Context: an optimization exercise on an open-source flow, tuned for small area and few clock cycles. The choices shown serve that exercise and are no tape-out recipe. At most, simulation tests tie the RTL to the original design; equivalence was not proved.

the baseline:
==> flow/design.v (excerpt) <==
module cv32e41s_incore 
#(
  parameter                             LIB                                     = 0,
  parameter logic RV32                                    = RV32I,
  parameter logic [1:0] B_EXT                                   = B_NONE,
  parameter logic [1:0] M_EXT                                   = M,
  parameter bit                         DEBUG                                   = 1,
  parameter logic [31:0]                DM_REGION_START                         = 32'hF0000000,
  parameter logic [31:0]                DM_REGION_END                           = 32'hF0003FFF,
  parameter int                         DBG_NUM_TRIGGERS                        = 1,
  parameter int                         PMA_NUM_REGIONS                         = 0,
  parameter logic [PMA_NUM_REGIONS*68-1:0]                   PMA_CFG            = '0,
  parameter bit                         CLIC                                    = 0,
  parameter int unsigned                CLIC_ID_WIDTH                           = 5,
  parameter int unsigned                CLIC_INTTHRESHBITS                      = 8,
  ...
Settings: LEC_CHECK=0, ABC_AREA=1, CAP_MARGIN=25, CORE_MARGIN=2, CORE_UTILIZATION=40, SLEW_MARGIN=25; clock period 20.0 ns.
standard.sh (not shown) runs the stock make flow with config.mk's settings and CLKGATE_MAP_FILE= SYNTH_SCRIPT=/design/flow/synth_recipe.tcl, a recipe that flattens the netlist after the stock synthesis.
==> flow/flow/run.sh <==
#!/bin/bash
# Layout flow: the standard flow (standard synthesis, floorplan, placement, routing),
# with clock tree synthesis told not to add dummy loads and to use small clock buffers,
# and power recovery (downsizing of cells on paths with slack) after global routing.
# Full tool output goes to flow_standard.log in the work folder (ORFS also keeps its
# per-step logs under orfs/logs/).
set -euo pipefail
export CTS_ARGS="-sink_clustering_enable -repair_clock_nets -dont_use_dummy_load -buf_list {sky130_fd_sc_hd__clkbuf_4 sky130_fd_sc_hd__clkbuf_8} -sink_clustering_size 30"
export RECOVER_POWER=100
bash standard.sh finish > flow_standard.log 2>&1
The baseline: flow complete, layout not clean; failing: max-capacitance violations, max-slew violations
For the candidate, these inputs were changed with respect to the baseline:
--- a/flow/flow/run.sh
+++ b/flow/flow/run.sh
@@ -3,2 +3 @@
-# with clock tree synthesis told not to add dummy loads and to use small clock buffers,
-# and power recovery (downsizing of cells on paths with slack) after global routing.
+# with clock tree synthesis told not to add dummy loads and to use small clock buffers.
@@ -9 +7,0 @@
-export RECOVER_POWER=100
==> run notes <==
- Nothing crashed in the baseline and all stages finished; the problem is that the final layout failed, the offending checks being max-capacitance violations, max-slew violations.
- The candidate reached the end of the flow, and the finished layout is clean on the timing, DRC and antenna checks.
- Re number of buffers inserted during clock tree synthesis: no difference whatsoever between the candidate and the baseline.
- Peak clock frequency supported by timing on the candidate is ahead of the baseline.
- Actual slew at the worst max-slew pin sits lower in the candidate than in the baseline.
Function was not checked in any run of this note: the RTL went through the layout flow alone.

---

cv32e41s_incore, a different RTL version from the one above (not shown whole).
For scale: ~2,400 flip-flops, roughly 0.17 mm² of cells after synthesis.
export LEC_CHECK = 0
export ABC_AREA = 1
export CAP_MARGIN = 25
export CORE_MARGIN = 2
export CORE_UTILIZATION = 40
export SLEW_MARGIN = 25
create_clock -name core_clock -period 20.0 [get_ports {clk_i}]
==> flow/flow/run.sh <==
#!/bin/bash
# Layout flow: the standard flow (standard synthesis, floorplan, placement, routing) with
# - clock tree synthesis without dummy loads, with larger sink clusters driven by
#   clkbuf_4/8/16 cells (fewer clock buffers),
# - the buffers placed on the ports made of the smallest buffer cell.
# Full tool output goes to flow_standard.log in the work folder (ORFS also keeps its
# per-step logs under orfs/logs/).
set -euo pipefail
export CTS_ARGS="-sink_clustering_enable -repair_clock_nets -dont_use_dummy_load -buf_list {sky130_fd_sc_hd__clkbuf_4 sky130_fd_sc_hd__clkbuf_8 sky130_fd_sc_hd__clkbuf_16} -sink_clustering_size 22 -sink_clustering_max_diameter 180"
export BUFFER_PORTS_ARGS="-buffer_cell sky130_fd_sc_hd__buf_1"
bash standard.sh finish > flow_standard.log 2>&1
The baseline completed with no timing, DRC or antenna violations.
Testbench counts at the start, summed over its fixed seeds: cycles 1,166,485.
Next try:
==> flow/flow/run.sh (replaced) <==
#!/bin/bash
# Layout flow: the standard flow (standard synthesis, floorplan, placement, routing) with
# - clock tree synthesis told not to add dummy loads and to use small clock buffers,
# - the buffers placed on the ports made of the smallest buffer cell.
# Full tool output goes to flow_standard.log in the work folder (ORFS also keeps its
# per-step logs under orfs/logs/).
set -euo pipefail
export CTS_ARGS="-sink_clustering_enable -repair_clock_nets -dont_use_dummy_load -buf_list {sky130_fd_sc_hd__clkbuf_4 sky130_fd_sc_hd__clkbuf_8} -sink_clustering_size 30"
export BUFFER_PORTS_ARGS="-buffer_cell sky130_fd_sc_hd__buf_1"
bash standard.sh finish > flow_standard.log 2>&1
The changed run completed without violations.
Count of clock-buffer cells in the layout went up by 308.
Die area is unchanged.
Area after synthesis stays the same.
Clock skew rose by 0.0069 ns.
Routed wire length grows by 0.69%.
Sequential share of layout area drops by 0.57 points.
Core utilization rose by 0.68 points.
Global-route usage climbs by 0.29 points.
Next try:
==> flow/flow/run.sh (replaced) <==
#!/bin/bash
# Layout flow: the standard flow (standard synthesis, floorplan, placement, routing),
# with clock tree synthesis told not to add dummy loads and to use small clock buffers.
# Full tool output goes to flow_standard.log in the work folder (ORFS also keeps its
# per-step logs under orfs/logs/).
set -euo pipefail
export CTS_ARGS="-sink_clustering_enable -repair_clock_nets -dont_use_dummy_load -buf_list {sky130_fd_sc_hd__clkbuf_4 sky130_fd_sc_hd__clkbuf_8} -sink_clustering_size 30"
bash standard.sh finish > flow_standard.log 2>&1
Result: The new run produced a clean layout; utilization goes up by 0.71 points; die area is unchanged; clock-buffer cell count went up by 1; design area went up by 1.6%; routed wire length went up by about 0.37%; setup slack gets better by 0.68 ns; flip-flop and latch count is unchanged; synthesized cell count does not change.
Next try:
==> flow/flow/run.sh (replaced) <==
#!/bin/bash
# Layout flow: the standard flow (standard synthesis, floorplan, placement, routing) with
# - clock tree synthesis without dummy loads, with larger sink clusters driven by
#   clkbuf_4/8/16 cells (fewer clock buffers),
# - the buffers placed on the ports made of the smallest buffer cell.
# Full tool output goes to flow_standard.log in the work folder (ORFS also keeps its
# per-step logs under orfs/logs/).
set -euo pipefail
export CTS_ARGS="-sink_clustering_enable -repair_clock_nets -dont_use_dummy_load -buf_list {sky130_fd_sc_hd__clkbuf_4 sky130_fd_sc_hd__clkbuf_8 sky130_fd_sc_hd__clkbuf_16} -sink_clustering_size 20 -sink_clustering_max_diameter 170"
export BUFFER_PORTS_ARGS="-buffer_cell sky130_fd_sc_hd__buf_1"
bash standard.sh finish > flow_standard.log 2>&1
Settings changed: CORE_UTILIZATION 40 to 45.
The new run completed with no timing, DRC or antenna violations.
Cell area shrinks by 3.3%.
Non-clock buffer count shrinks by 3.
Area after synthesis is unchanged.
Global-route usage grows by 5.3 points.
Synthesized cell count is unchanged.
Wire length barely changes.
Cell count shrinks by 3.4%.

re-timing with driven ports:
Ports are ideal in the flow. The routed layouts listed here were re-timed in OpenROAD. Step 1: set_driving_cell puts a clkbuf_16 on clk_i and a buf_2 on each other input, an assumption about the parent block. Step 2 moves the port delays by t, midway between the first and last clock arrival at a register: inputs arrive t later, outputs are due t later. That takes back most of the time a late clock gives input paths. Slacks: ideal / step 1 / step 2; pairs: ideal / step 1.
run	t, ns	setup WS [ns]	clock arrival spread, ns	worst register clock-pin slew, ns	pins driven straight from the clock port
the baseline	1.285	1.599 / 1.577 / 0.706	0.229 / 0.228	0.07 / 0.07	1
the candidate	1.275	2.890 / 2.760 / 3.885	0.225 / 0.226	0.07 / 0.07	1
the first run of note 2	1.099	2.663 / 2.537 / 3.635	0.193 / 0.193	0.12 / 0.12	1
the second run of note 2	1.256	2.437 / 2.325 / 3.580	0.207 / 0.207	0.08 / 0.08	1
the third run of note 2	1.260	3.115 / 2.986 / 3.908	0.201 / 0.201	0.07 / 0.07	1
the fourth run of note 2	1.011	3.374 / 3.257 / 4.268	0.144 / 0.144	0.11 / 0.11	1
For the baseline, which loses most, drivers alone change the setup slack by -0.022 ns; drivers and shift together by -0.893 ns.
